Background: an optimization exercise with open tools, aiming at small area. Do not read the settings as production practice.
At most, simulation tests tie the RTL to the original design; equivalence was not proved.
The clock port is modelled as an ideal driver, which makes a skipped or thinned clock tree look cheaper than it is; a real chip needs a root buffer or a tree.
No activity file was given, so power comes from the tool's default toggle rates.

==> wip/ember: inputs <==
==> flow/design.v <==
module top(
    input clk,
    input push_switch1,
    input push_switch2,
    input push_switch3,
    input push_switch4,
    input push_switch5,
    input push_switch6,
    output [6:0] segment1,
    output [6:0] segment2,
    output [6:0] segment3,
    output [6:0] segment4,
    output [6:0] segment5,
    output [6:0] segment6,
    input dip_switch1,
    input dip_switch2,
    input dip_switch3,
    input dip_switch4,
    input dip_switch5,
    input dip_switch6,
    input dip_switch7,
    input dip_switch8,
    input dip_switch9,
    input dip_switch10,
    output led1_red,
    output led2_yellow,
    output led3_green,
    output led4_red,
    output led5_yellow,
    output led6_green
);
  assign led1_red = 1'b0;
  assign led2_yellow = 1'b0;
  assign led3_green = 1'b0;
  assign led4_red = 1'b0;
  assign led5_yellow = 1'b0;
  assign led6_green = 1'b0;
  wire rst = push_switch6;
  reg r_mode, r_set, r_up, r_down;
  always @(posedge clk) begin
    r_mode <= push_switch1;
    r_set  <= push_switch2;
    r_up   <= push_switch3;
    r_down <= push_switch4;
  end
  reg [6:0] c;           
  reg [1:0] iu;          
  reg       is12;        
  reg [5:0] bc;          
  reg       blink;
  reg [8:0] cnt1;        
  reg [2:0] st;          
  reg [3:0] su;          
  reg [2:0] mt;          
  reg [3:0] mu;          
  reg       pm;          
  reg [3:0] hh;          
  reg [1:0] css;         
  reg       aoff;        
  reg [1:0] ass;         
  reg       has;         
  reg       aon;         
  reg       eq;          
  reg       apm;
  reg [3:0] ahh;
  reg [2:0] amt;
  reg [3:0] amu;
  reg [1:0] iu_d;        
  reg       aon_d;
  reg       is12_d;
  wire tick  = (c == 7'b1110110);           
  wire pre   = (c == 7'b0111011);           
  wire bterm = (bc == 6'b010011);           
  wire sterm = (cnt1 == 9'b001000011);      
  wire s_up  = pre & r_up & ~r_down;
  wire s_dn  = pre & r_down & ~r_up;
  wire btn   = tick & r_set;
  wire c_set = btn & (iu == 2'd0);
  wire a_set = btn & (iu == 2'd1);
  wire d_set = btn & (iu == 2'd2);
  reg [1:0] iu_n;
  always @* begin
    iu_n = iu;
    if (tick & r_mode) iu_n = {iu == 2'd1, iu == 2'd0};
  end
  function [2:0] t_inc(input [2:0] t);
    t_inc = {t[1], t[0], ~t[2]};
  endfunction
  function [2:0] t_dec(input [2:0] t);
    t_dec = {~t[0], t[2], t[1]};
  endfunction
  function [3:0] u_inc(input [3:0] u);
    u_inc = {u[3] ^ (u[0] & (u[3] | (u[2] & u[1]))), u[2] ^ (u[1] & u[0]),
             u[1] ^ (u[0] & ~u[3]), ~u[0]};
  endfunction
  function [3:0] u_dec(input [3:0] u);
    u_dec = {u[3] ^ (~u[2] & ~u[1] & ~u[0]),
             (u[2] & (u[1] | u[0])) | (u[3] & ~u[0]),
             (u[1] & u[0]) | (u[2] & ~u[1] & ~u[0]) | (u[3] & ~u[0]),
             ~u[0]};
  endfunction
  function [6:0] m_inc(input [6:0] v);
    m_inc = {(v[3] & v[0]) ? t_inc(v[6:4]) : v[6:4], u_inc(v[3:0])};
  endfunction
  function [6:0] m_dec(input [6:0] v);
    m_dec = {(v[3:0] == 4'd0) ? t_dec(v[6:4]) : v[6:4], u_dec(v[3:0])};
  endfunction
  function [4:0] h_inc(input [4:0] v);
    if (v[3] & v[1] & v[0]) h_inc = {~v[4], 4'd0};
    else h_inc = {v[4], v[3] ^ (v[2] & v[1] & v[0]), v[2] ^ (v[1] & v[0]), v[1] ^ v[0], ~v[0]};
  endfunction
  function [4:0] h_dec(input [4:0] v);
    if (v[3:0] == 4'd0) h_dec = {~v[4], 4'd11};
    else h_dec = {v[4], v[3] & (v[2] | v[1] | v[0]), v[2] ^ (~v[1] & ~v[0]), ~(v[1] ^ v[0]), ~v[0]};
  endfunction
  wire c_sec   = (css == 2'd0) & ~c_set & sterm;
  wire c_mcar  = c_sec & st[2] & ~st[1] & su[3] & su[0];
  wire c_hcar  = c_mcar & mt[2] & ~mt[1] & mu[3] & mu[0];
  wire c_mfld  = ((css == 2'd2) & ~is12) | (css == 2'd3);
  wire c_hfld  = ((css == 2'd1) & ~is12) | ((css == 2'd2) & is12);
  wire c_hpm   = (css == 2'd1) & is12;
  wire c_minc  = c_mcar | (s_up & c_mfld);
  wire c_mdec  = s_dn & c_mfld;
  wire c_hinc  = c_hcar | (s_up & c_hfld);
  wire c_hdec  = s_dn & c_hfld;
  wire c_htog  = (s_up | s_dn) & c_hpm;
  wire a_mfld  = ((ass == 2'd2) & ~is12) | (ass == 2'd3);
  wire a_hfld  = ((ass == 2'd1) & ~is12) | ((ass == 2'd2) & is12);
  wire a_hpm   = (ass == 2'd1) & is12;
  wire a_minc  = s_up & a_mfld;
  wire a_mdec  = s_dn & a_mfld;
  wire a_hinc  = s_up & a_hfld;
  wire a_hdec  = s_dn & a_hfld;
  wire a_htog  = (s_up | s_dn) & a_hpm;
  reg [1:0] ass_n;
  always @* begin
    ass_n = ass;
    if (a_set)
      case (ass)
        2'd0: ass_n = 2'd1;
        2'd1: ass_n = 2'd2;
        2'd2: ass_n = is12 ? 2'd3 : 2'd0;
        2'd3: ass_n = 2'd0;
      endcase
  end
  reg [4:0] ah_n;
  reg [6:0] am_n;
  always @* begin
    ah_n = {apm, ahh};
    am_n = {amt, amu};
    if (a_hinc) ah_n = h_inc({apm, ahh});
    if (a_hdec) ah_n = h_dec({apm, ahh});
    if (a_htog) ah_n = {~apm, ahh};
    if (a_minc) am_n = m_inc({amt, amu});
    if (a_mdec) am_n = m_dec({amt, amu});
  end
  always @(posedge clk) begin
    c <= (rst | tick) ? 7'd0 : {c[5:0], ~(c[6] ^ c[5])};
    bc <= (rst | bterm) ? 6'd0 : {bc[4:0], ~(bc[5] ^ bc[4])};
    blink <= rst ? 1'b0 : blink ^ bterm;
    iu <= rst ? 2'd0 : iu_n;
    is12 <= rst ? 1'b0 : is12 ^ d_set;
    aoff <= aon & r_up;
    if (rst) cnt1 <= 9'd0;
    else if (css != 2'd0) cnt1 <= 9'd1;
    else if (sterm) cnt1 <= 9'd0;
    else cnt1 <= {cnt1[7:0], ~(cnt1[8] ^ cnt1[4])};
    if (rst | c_set & (css == 2'd0)) {st, su} <= 7'd0;
    else if (c_sec) {st, su} <= m_inc({st, su});
    if (rst) {mt, mu} <= 7'd0;
    else if (c_minc) {mt, mu} <= m_inc({mt, mu});
    else if (c_mdec) {mt, mu} <= m_dec({mt, mu});
    if (rst) {pm, hh} <= 5'd0;
    else if (c_hinc) {pm, hh} <= h_inc({pm, hh});
    else if (c_hdec) {pm, hh} <= h_dec({pm, hh});
    else if (c_htog) pm <= ~pm;
    if (rst) css <= 2'd0;
    else if (c_set)
      case (css)
        2'd0: css <= 2'd1;
        2'd1: css <= 2'd2;
        2'd2: css <= is12 ? 2'd3 : 2'd0;
        2'd3: css <= 2'd0;
      endcase
    aon <= rst ? 1'b0 : (aon | (has & eq)) & ~aoff;
    ass <= rst ? 2'd0 : ass_n;
    has <= rst ? 1'b0 : ((has | a_set) & ~((ass_n == 2'd0) & r_up));
    {apm, ahh} <= rst ? 5'd0 : ah_n;
    {amt, amu} <= rst ? 7'd0 : am_n;
    eq <= ({pm, hh} == ah_n) & ({mt, mu} == am_n);
    iu_d <= rst ? 2'd0 : iu;
    aon_d <= rst ? 1'b0 : aon;
    is12_d <= rst ? 1'b0 : is12;
  end
  function [6:0] seg(input [3:0] d);
    seg = {d[3] | d[1] | ~(d[2] ^ d[0]),
           ~d[2] | ~(d[1] ^ d[0]),
           d[2] | ~d[1] | d[0],
           d[3] | (~d[2] & ~d[0]) | (d[1] & ~d[0]) | (~d[2] & d[1]) | (d[2] & ~d[1] & d[0]),
           ~d[0] & (~d[2] | d[1]),
           d[3] | (~d[1] & ~d[0]) | (d[2] & ~d[1]) | (d[2] & ~d[0]),
           d[3] | (d[2] ^ d[1]) | (d[1] & ~d[0])};
  endfunction
  function [6:0] segt(input [2:0] t);
    segt = {~(t[1] ^ t[0]), ~t[2] | t[1], t[2] | ~t[1], ~(t[1] ^ t[0]),
            ~t[2] & ~(t[1] ^ t[0]), ~t[0], t[1] | t[2]};
  endfunction
  wire       sa = (iu_n == 2'd1);
  wire       sd = (iu_n == 2'd2);
  wire       Hp = sa ? apm : pm;
  wire [3:0] Hh = sa ? ahh : hh;
  wire [2:0] Mt = sa ? amt : mt;
  wire [3:0] Mu = sa ? amu : mu;
  wire [2:0] St = sa ? 3'd0 : st;
  wire [3:0] Su = sa ? 4'd0 : su;
  wire b1 = blink & (sa ? ((ass == 2'd1) & (iu_d == 2'd1)) : (((css == 2'd1) & (iu_d == 2'd0)) | aon_d));
  wire b2 = blink & (sa ? ((ass == 2'd2) & (iu_d == 2'd1)) : (((css == 2'd2) & (iu_d == 2'd0)) | aon_d));
  wire b3 = blink & (sa ? ((ass == 2'd3) & (iu_d == 2'd1)) : (((css == 2'd3) & (iu_d == 2'd0)) | aon_d));
  wire dash = sa & ~has;
  reg [1:0] h24t;
  reg [3:0] h24u;
  always @* begin
    case ({Hp, Hh})
      5'd0:  {h24t, h24u} = {2'd0, 4'd0};
      5'd1:  {h24t, h24u} = {2'd0, 4'd1};
      5'd2:  {h24t, h24u} = {2'd0, 4'd2};
      5'd3:  {h24t, h24u} = {2'd0, 4'd3};
      5'd4:  {h24t, h24u} = {2'd0, 4'd4};
      5'd5:  {h24t, h24u} = {2'd0, 4'd5};
      5'd6:  {h24t, h24u} = {2'd0, 4'd6};
      5'd7:  {h24t, h24u} = {2'd0, 4'd7};
      5'd8:  {h24t, h24u} = {2'd0, 4'd8};
      5'd9:  {h24t, h24u} = {2'd0, 4'd9};
      5'd10: {h24t, h24u} = {2'd1, 4'd0};
      5'd11: {h24t, h24u} = {2'd1, 4'd1};
      5'd16: {h24t, h24u} = {2'd1, 4'd2};
      5'd17: {h24t, h24u} = {2'd1, 4'd3};
      5'd18: {h24t, h24u} = {2'd1, 4'd4};
      5'd19: {h24t, h24u} = {2'd1, 4'd5};
      5'd20: {h24t, h24u} = {2'd1, 4'd6};
      5'd21: {h24t, h24u} = {2'd1, 4'd7};
      5'd22: {h24t, h24u} = {2'd1, 4'd8};
      5'd23: {h24t, h24u} = {2'd1, 4'd9};
      5'd24: {h24t, h24u} = {2'd2, 4'd0};
      5'd25: {h24t, h24u} = {2'd2, 4'd1};
      5'd26: {h24t, h24u} = {2'd2, 4'd2};
      5'd27: {h24t, h24u} = {2'd2, 4'd3};
      default: {h24t, h24u} = {2'd0, 4'd0};
    endcase
  end
  wire       h12t = Hh[3] & Hh[1];
  wire [3:0] h12u = {Hh[3] & ~Hh[1], Hh[2], Hh[1] & ~Hh[3], Hh[0]};
  wire [6:0] d1 = is12_d ? (Hp ? 7'b1100111 : 7'b1110111) : seg({2'b00, h24t});
  wire [6:0] d2 = is12_d ? 7'b0000000 : seg(h24u);
  wire [6:0] d3 = segt(is12_d ? {2'b00, h12t} : Mt);
  wire [6:0] d4 = seg(is12_d ? h12u : Mu);
  wire [6:0] d5 = segt(is12_d ? Mt : St);
  wire [6:0] d6 = seg(is12_d ? Mu : Su);
  function [6:0] pick(input sd, input dash, input [6:0] dc, input blank, input [6:0] d);
    pick = sd ? dc : dash ? 7'b0000001 : blank ? 7'b0000000 : d;
  endfunction
  assign segment1 = pick(sd, dash, 7'b0111101, b1, d1);
  assign segment2 = pick(sd, dash, 7'b1001110, b1, d2);
  assign segment3 = pick(sd, dash, 7'b0000000, b2, d3);
  assign segment4 = pick(sd, dash, 7'b0000000, b2, d4);
  assign segment5 = pick(sd, dash, 7'b0000000, b3, d5);
  assign segment6 = pick(sd, dash, 7'b0000000, b3, d6);
endmodule
==> flow/flow/run.sh <==
#!/bin/bash
# Own layout flow: the standard ORFS flow (standard.sh) with
#  - synthesis from flow/synth.tcl (standard synthesis, no adder cells, area abc script),
#  - port buffers of the smallest buffer cell,
#  - a clock tree of clkbuf_8 cells without dummy loads.
# make's full output goes to flow_make.log; ORFS keeps each step's log under orfs/logs.
set -euo pipefail
W=$(pwd)
export FLOW_WORK_DIR=$W
export FLOW_FLOW_DIR=$W/flow
bash standard.sh \
  SYNTH_SCRIPT=$W/flow/synth.tcl \
  ABC_AREA=1 \
  "BUFFER_PORTS_ARGS=-buffer_cell sky130_fd_sc_hd__buf_1" \
  "CTS_ARGS=-sink_clustering_enable -repair_clock_nets -dont_use_dummy_load -buf_list sky130_fd_sc_hd__clkbuf_8 -root_buf sky130_fd_sc_hd__clkbuf_8 -sink_clustering_size 40 -sink_clustering_max_diameter 100" \
  finish > $W/flow_make.log 2>&1
==> flow/flow/area.abc <==
strash
&get -n
&deepsyn -T 60
&put
dch -f
amap
topo
dnsize -c
==> flow/flow/synth.tcl <==
# The standard synthesis (synth_recipe.tcl, sourced below) with two changes:
#  - no adder-cell extraction (ADDER_MAP_FILE empty), so abc sees all the logic;
#  - abc runs the area script flow/area.abc instead of ORFS's.
# Registers, their names and cell types are those of the standard synthesis.
set ::env(ADDER_MAP_FILE) ""
proc abc {args} {
  set i [lsearch -exact $args -script]
  if {$i >= 0} {
    set args [lreplace $args [expr {$i + 1}] [expr {$i + 1}] $::env(FLOW_FLOW_DIR)/area.abc]
  }
  yosys abc {*}$args
}
source $::env(FLOW_WORK_DIR)/synth_recipe.tcl
==> flow/standard.sh <==
#!/bin/bash
# synth_recipe.tcl (not shown) runs the flow's synth.tcl, then flattens the netlist and writes it again
# the make line also repeats each setting of config.mk as NAME=value (left out here)
make -C /OpenROAD-flow-scripts/flow DESIGN_CONFIG=/design/flow/config.mk WORK_HOME=/design/flow/orfs CLKGATE_MAP_FILE= SYNTH_SCRIPT=/design/flow/synth_recipe.tcl "${@:-finish}"
==> flow/config.mk <==
export PLATFORM = sky130hd
export DESIGN_NAME = top
export DESIGN_NICKNAME = top
export VERILOG_FILES = /design/flow/design.v
export SDC_FILE = /design/flow/constraint.sdc
export NUM_CORES = 4
export LEC_CHECK = 0
export ABC_AREA = 1
export CAP_MARGIN = 20
export CORE_MARGIN = 2
export CORE_UTILIZATION = 40
export SLEW_MARGIN = 20
==> flow/constraint.sdc <==
create_clock -name core_clock -period 15.0 [get_ports {clk}]
set_input_delay 3.0000 -clock core_clock [delete_from_list [all_inputs] [get_ports {clk}]]
set_output_delay 3.0000 -clock core_clock [all_outputs]
set_load 0.01 [all_outputs]
==> wip/garnet: changes against wip/ember <==
==> flow/flow/run.sh (replaced) <==
#!/bin/bash
# Own layout flow: the standard ORFS flow (standard.sh) with
#  - synthesis from flow/synth.tcl (standard synthesis, no adder cells, area abc script),
#  - port buffers of the smallest buffer cell,
#  - a one-level clock tree built by flow/manual_cts.tcl (ORFS's PRE_CTS_TCL hook):
#    the clock port drives FLOW_CTS_LEAVES buffers, each driving one group of flip-flops.
# make's full output goes to flow_make.log; ORFS keeps each step's log under orfs/logs.
set -euo pipefail
W=$(pwd)
export FLOW_WORK_DIR=$W
export FLOW_FLOW_DIR=$W/flow
export FLOW_CTS_LEAVES=4
export FLOW_CTS_BUF=sky130_fd_sc_hd__clkbuf_8
bash standard.sh \
  SYNTH_SCRIPT=$W/flow/synth.tcl \
  ABC_AREA=1 \
  "BUFFER_PORTS_ARGS=-buffer_cell sky130_fd_sc_hd__buf_1" \
  PRE_CTS_TCL=$W/flow/manual_cts.tcl \
  finish > $W/flow_make.log 2>&1
==> flow/flow/manual_cts.tcl (new file) <==
set block [ord::get_db_block]
set db [ord::get_db]
set nleaf $::env(FLOW_CTS_LEAVES)
set master [$db findMaster $::env(FLOW_CTS_BUF)]
set clk [$block findNet clk]
set sinks {}
foreach it [$clk getITerms] {
  set inst [$it getInst]
  set bb [$inst getBBox]
  set x [expr {([$bb xMin] + [$bb xMax]) / 2}]
  set y [expr {([$bb yMin] + [$bb yMax]) / 2}]
  lappend sinks [list $it $x $y]
}
set n [llength $sinks]
puts "manual CTS: $n sinks, $nleaf leaf buffers of [$master getName]"
# split into nleaf groups of nearly equal size: recursively halve the largest
# group along its longer side (by position)
proc split_groups {sinks k} {
  if {$k <= 1} { return [list $sinks] }
  set xs [lmap s $sinks {lindex $s 1}]; set ys [lmap s $sinks {lindex $s 2}]
  set dx [expr {[tcl::mathfunc::max {*}$xs] - [tcl::mathfunc::min {*}$xs]}]
  set dy [expr {[tcl::mathfunc::max {*}$ys] - [tcl::mathfunc::min {*}$ys]}]
  set idx [expr {$dx >= $dy ? 1 : 2}]
  set sorted [lsort -integer -index $idx $sinks]
  set k1 [expr {$k / 2}]; set k2 [expr {$k - $k1}]
  set n [llength $sorted]
  set cut [expr {($n * $k1) / $k}]
  return [concat [split_groups [lrange $sorted 0 [expr {$cut - 1}]] $k1] \
                 [split_groups [lrange $sorted $cut end] $k2]]
}
set groups [split_groups $sinks $nleaf]
for {set g 0} {$g < $nleaf} {incr g} {
  set grp [lindex $groups $g]
  set sx 0; set sy 0
  foreach s $grp { incr sx [lindex $s 1]; incr sy [lindex $s 2] }
  set cx [expr {$sx / [llength $grp]}]
  set cy [expr {$sy / [llength $grp]}]
  set buf [odb::dbInst_create $block $master "clkbuf_leaf_$g"]
  set net [odb::dbNet_create $block "clk_leaf_$g"]
  $net setSigType CLOCK
  foreach s $grp {
    set it [lindex $s 0]
    $it disconnect
    $it connect $net
  }
  foreach it [$buf getITerms] {
    set m [$it getMTerm]
    if {[$m getSigType] eq "POWER" || [$m getSigType] eq "GROUND"} { continue }
    if {[$m getIoType] eq "INPUT"} { $it connect $clk }
    if {[$m getIoType] eq "OUTPUT"} { $it connect $net }
  }
  $buf setLocation $cx $cy
  $buf setPlacementStatus PLACED
  puts "  leaf $g: [llength $grp] sinks at ($cx, $cy)"
}
proc clock_tree_synthesis {args} { puts "clock_tree_synthesis skipped: manual clock tree" }
set_propagated_clock [all_clocks]
Settings changed: CORE_UTILIZATION 40 to 65.
==> wip/zinc: changes against wip/ember <==
--- a/flow/design.v
+++ b/flow/design.v
@@ -84,17 +84,17 @@
     if (tick & r_mode) iu_n = {iu == 2'd1, iu == 2'd0};
   end
   function [2:0] t_inc(input [2:0] t);
-    t_inc = {t[1], t[0], ~t[2]};
+    t_inc = {(t[1] & t[0]) | (t[2] & ~t[0]), (t[1] ^ t[0]) & ~t[2], ~t[0]};
   endfunction
   function [2:0] t_dec(input [2:0] t);
-    t_dec = {~t[0], t[2], t[1]};
+    t_dec = {~t[1] & ~(t[0] ^ t[2]), (t[1] & t[0]) | (t[2] & ~t[0]), ~t[0]};
   endfunction
   function [3:0] u_inc(input [3:0] u);
-    u_inc = {u[3] ^ (u[0] & (u[3] | (u[2] & u[1]))), u[2] ^ (u[1] & u[0]),
+    u_inc = {(u[3] & ~u[0]) | (u[2] & u[1] & u[0]), u[2] ^ (u[1] & u[0]),
              u[1] ^ (u[0] & ~u[3]), ~u[0]};
   endfunction
   function [3:0] u_dec(input [3:0] u);
-    u_dec = {u[3] ^ (~u[2] & ~u[1] & ~u[0]),
+    u_dec = {(~u[3] & ~u[2] & ~u[1] & ~u[0]) | (u[3] & u[0]),
              (u[2] & (u[1] | u[0])) | (u[3] & ~u[0]),
              (u[1] & u[0]) | (u[2] & ~u[1] & ~u[0]) | (u[3] & ~u[0]),
              ~u[0]};
@@ -114,8 +114,8 @@
     else h_dec = {v[4], v[3] & (v[2] | v[1] | v[0]), v[2] ^ (~v[1] & ~v[0]), ~(v[1] ^ v[0]), ~v[0]};
   endfunction
   wire c_sec   = (css == 2'd0) & ~c_set & sterm;
-  wire c_mcar  = c_sec & st[2] & ~st[1] & su[3] & su[0];
-  wire c_hcar  = c_mcar & mt[2] & ~mt[1] & mu[3] & mu[0];
+  wire c_mcar  = c_sec & st[2] & st[0] & su[3] & su[0];
+  wire c_hcar  = c_mcar & mt[2] & mt[0] & mu[3] & mu[0];
   wire c_mfld  = ((css == 2'd2) & ~is12) | (css == 2'd3);
   wire c_hfld  = ((css == 2'd1) & ~is12) | ((css == 2'd2) & is12);
   wire c_hpm   = (css == 2'd1) & is12;
@@ -201,10 +201,6 @@
            d[3] | (~d[1] & ~d[0]) | (d[2] & ~d[1]) | (d[2] & ~d[0]),
            d[3] | (d[2] ^ d[1]) | (d[1] & ~d[0])};
   endfunction
-  function [6:0] segt(input [2:0] t);
-    segt = {~(t[1] ^ t[0]), ~t[2] | t[1], t[2] | ~t[1], ~(t[1] ^ t[0]),
-            ~t[2] & ~(t[1] ^ t[0]), ~t[0], t[1] | t[2]};
-  endfunction
   wire       sa = (iu_n == 2'd1);
   wire       sd = (iu_n == 2'd2);
   wire       Hp = sa ? apm : pm;
@@ -252,9 +248,9 @@
   wire [3:0] h12u = {Hh[3] & ~Hh[1], Hh[2], Hh[1] & ~Hh[3], Hh[0]};
   wire [6:0] d1 = is12_d ? (Hp ? 7'b1100111 : 7'b1110111) : seg({2'b00, h24t});
   wire [6:0] d2 = is12_d ? 7'b0000000 : seg(h24u);
-  wire [6:0] d3 = segt(is12_d ? {2'b00, h12t} : Mt);
+  wire [6:0] d3 = seg(is12_d ? {3'b000, h12t} : {1'b0, Mt});
   wire [6:0] d4 = seg(is12_d ? h12u : Mu);
-  wire [6:0] d5 = segt(is12_d ? Mt : St);
+  wire [6:0] d5 = seg(is12_d ? {1'b0, Mt} : {1'b0, St});
   wire [6:0] d6 = seg(is12_d ? Mu : Su);
   function [6:0] pick(input sd, input dash, input [6:0] dc, input blank, input [6:0] d);
     pick = sd ? dc : dash ? 7'b0000001 : blank ? 7'b0000000 : d;
==> wip/juniper: changes against wip/ember <==
==> flow/flow/run.sh (replaced) <==
#!/bin/bash
# Own layout flow: the standard ORFS flow (standard.sh) with
#  - synthesis from flow/synth.tcl (standard synthesis, no adder cells, area abc script),
#  - port buffers of the smallest buffer cell,
#  - a one-level clock tree built by flow/manual_cts.tcl (ORFS's PRE_CTS_TCL hook):
#    the clock port drives FLOW_CTS_LEAVES buffers, each driving one group of flip-flops.
# make's full output goes to flow_make.log; ORFS keeps each step's log under orfs/logs.
set -euo pipefail
W=$(pwd)
export FLOW_WORK_DIR=$W
export FLOW_FLOW_DIR=$W/flow
export FLOW_CTS_LEAVES=3
export FLOW_CTS_BUF=sky130_fd_sc_hd__clkbuf_16
bash standard.sh \
  SYNTH_SCRIPT=$W/flow/synth.tcl \
  ABC_AREA=1 \
  "BUFFER_PORTS_ARGS=-buffer_cell sky130_fd_sc_hd__buf_1" \
  PRE_CTS_TCL=$W/flow/manual_cts.tcl \
  finish > $W/flow_make.log 2>&1
==> flow/flow/manual_cts.tcl (new file) <==
set block [ord::get_db_block]
set db [ord::get_db]
set nleaf $::env(FLOW_CTS_LEAVES)
set master [$db findMaster $::env(FLOW_CTS_BUF)]
set clk [$block findNet clk]
set sinks {}
foreach it [$clk getITerms] {
  set inst [$it getInst]
  set bb [$inst getBBox]
  set x [expr {([$bb xMin] + [$bb xMax]) / 2}]
  set y [expr {([$bb yMin] + [$bb yMax]) / 2}]
  lappend sinks [list $it $x $y]
}
set n [llength $sinks]
puts "manual CTS: $n sinks, $nleaf leaf buffers of [$master getName]"
# split into nleaf groups of nearly equal size: recursively halve the largest
# group along its longer side (by position)
proc split_groups {sinks k} {
  if {$k <= 1} { return [list $sinks] }
  set xs [lmap s $sinks {lindex $s 1}]; set ys [lmap s $sinks {lindex $s 2}]
  set dx [expr {[tcl::mathfunc::max {*}$xs] - [tcl::mathfunc::min {*}$xs]}]
  set dy [expr {[tcl::mathfunc::max {*}$ys] - [tcl::mathfunc::min {*}$ys]}]
  set idx [expr {$dx >= $dy ? 1 : 2}]
  set sorted [lsort -integer -index $idx $sinks]
  set k1 [expr {$k / 2}]; set k2 [expr {$k - $k1}]
  set n [llength $sorted]
  set cut [expr {($n * $k1) / $k}]
  return [concat [split_groups [lrange $sorted 0 [expr {$cut - 1}]] $k1] \
                 [split_groups [lrange $sorted $cut end] $k2]]
}
set groups [split_groups $sinks $nleaf]
for {set g 0} {$g < $nleaf} {incr g} {
  set grp [lindex $groups $g]
  set sx 0; set sy 0
  foreach s $grp { incr sx [lindex $s 1]; incr sy [lindex $s 2] }
  set cx [expr {$sx / [llength $grp]}]
  set cy [expr {$sy / [llength $grp]}]
  set buf [odb::dbInst_create $block $master "clkbuf_leaf_$g"]
  set net [odb::dbNet_create $block "clk_leaf_$g"]
  $net setSigType CLOCK
  foreach s $grp {
    set it [lindex $s 0]
    $it disconnect
    $it connect $net
  }
  foreach it [$buf getITerms] {
    set m [$it getMTerm]
    if {[$m getSigType] eq "POWER" || [$m getSigType] eq "GROUND"} { continue }
    if {[$m getIoType] eq "INPUT"} { $it connect $clk }
    if {[$m getIoType] eq "OUTPUT"} { $it connect $net }
  }
  $buf setLocation $cx $cy
  $buf setPlacementStatus PLACED
  puts "  leaf $g: [llength $grp] sinks at ($cx, $cy)"
}
proc clock_tree_synthesis {args} { puts "clock_tree_synthesis skipped: manual clock tree" }
set_propagated_clock [all_clocks]
==> comparison <==
Synthesized cell count is about the same in wip/juniper and wip/ember.
The lowest power belongs to wip/garnet, the highest to wip/ember.
Count of clock-buffer cells in the layout is the same in wip/ember and wip/zinc.
Utilization, lowest first: wip/zinc, wip/juniper, wip/ember, wip/garnet.
Against wip/juniper, the register-to-register slack of wip/garnet is lower by 0.07 ns.
In sequential power, wip/zinc and wip/garnet hardly differ.
First-iteration DRC count: wip/zinc < wip/ember < wip/juniper < wip/garnet.
Global-route usage: wip/garnet > wip/zinc > wip/ember > wip/juniper.
The RTL of wip/zinc was laid out without a check of its function. In wip/garnet and wip/juniper the design's own scripts or RTL, not TritonCTS, make the clock network.

==> what the ideal ports hide <==
How much do the figures lean on ideal ports? The routed layouts below were timed once more, with nothing changed but the port constraints.
Step 1 (the two cells are an assumption about what drives the block):
set clk [get_ports {clk}]
set_driving_cell -lib_cell sky130_fd_sc_hd__clkbuf_16 $clk
set_driving_cell -lib_cell sky130_fd_sc_hd__buf_2 [delete_from_list [all_inputs] $clk]
Step 2 times the ports against the registers' clock, not the clock port: input delays grow and output delays shrink by t, the midpoint of the rising clock arrivals with the driver on.
Three values: no drivers, after step 1, after step 2; two values: the first two.
run	t (ns)	setup WS [ns]	worst slew at a driven data input, ns
wip/ember	0.370	6.867 / 6.836 / 7.206	0.03
wip/garnet	0.218	7.722 / 7.661 / 7.880	0.03
wip/zinc	0.357	6.804 / 6.777 / 7.134	0.03
wip/juniper	0.221	7.573 / 7.506 / 7.727	0.03
After both steps every run listed still meets setup and hold.
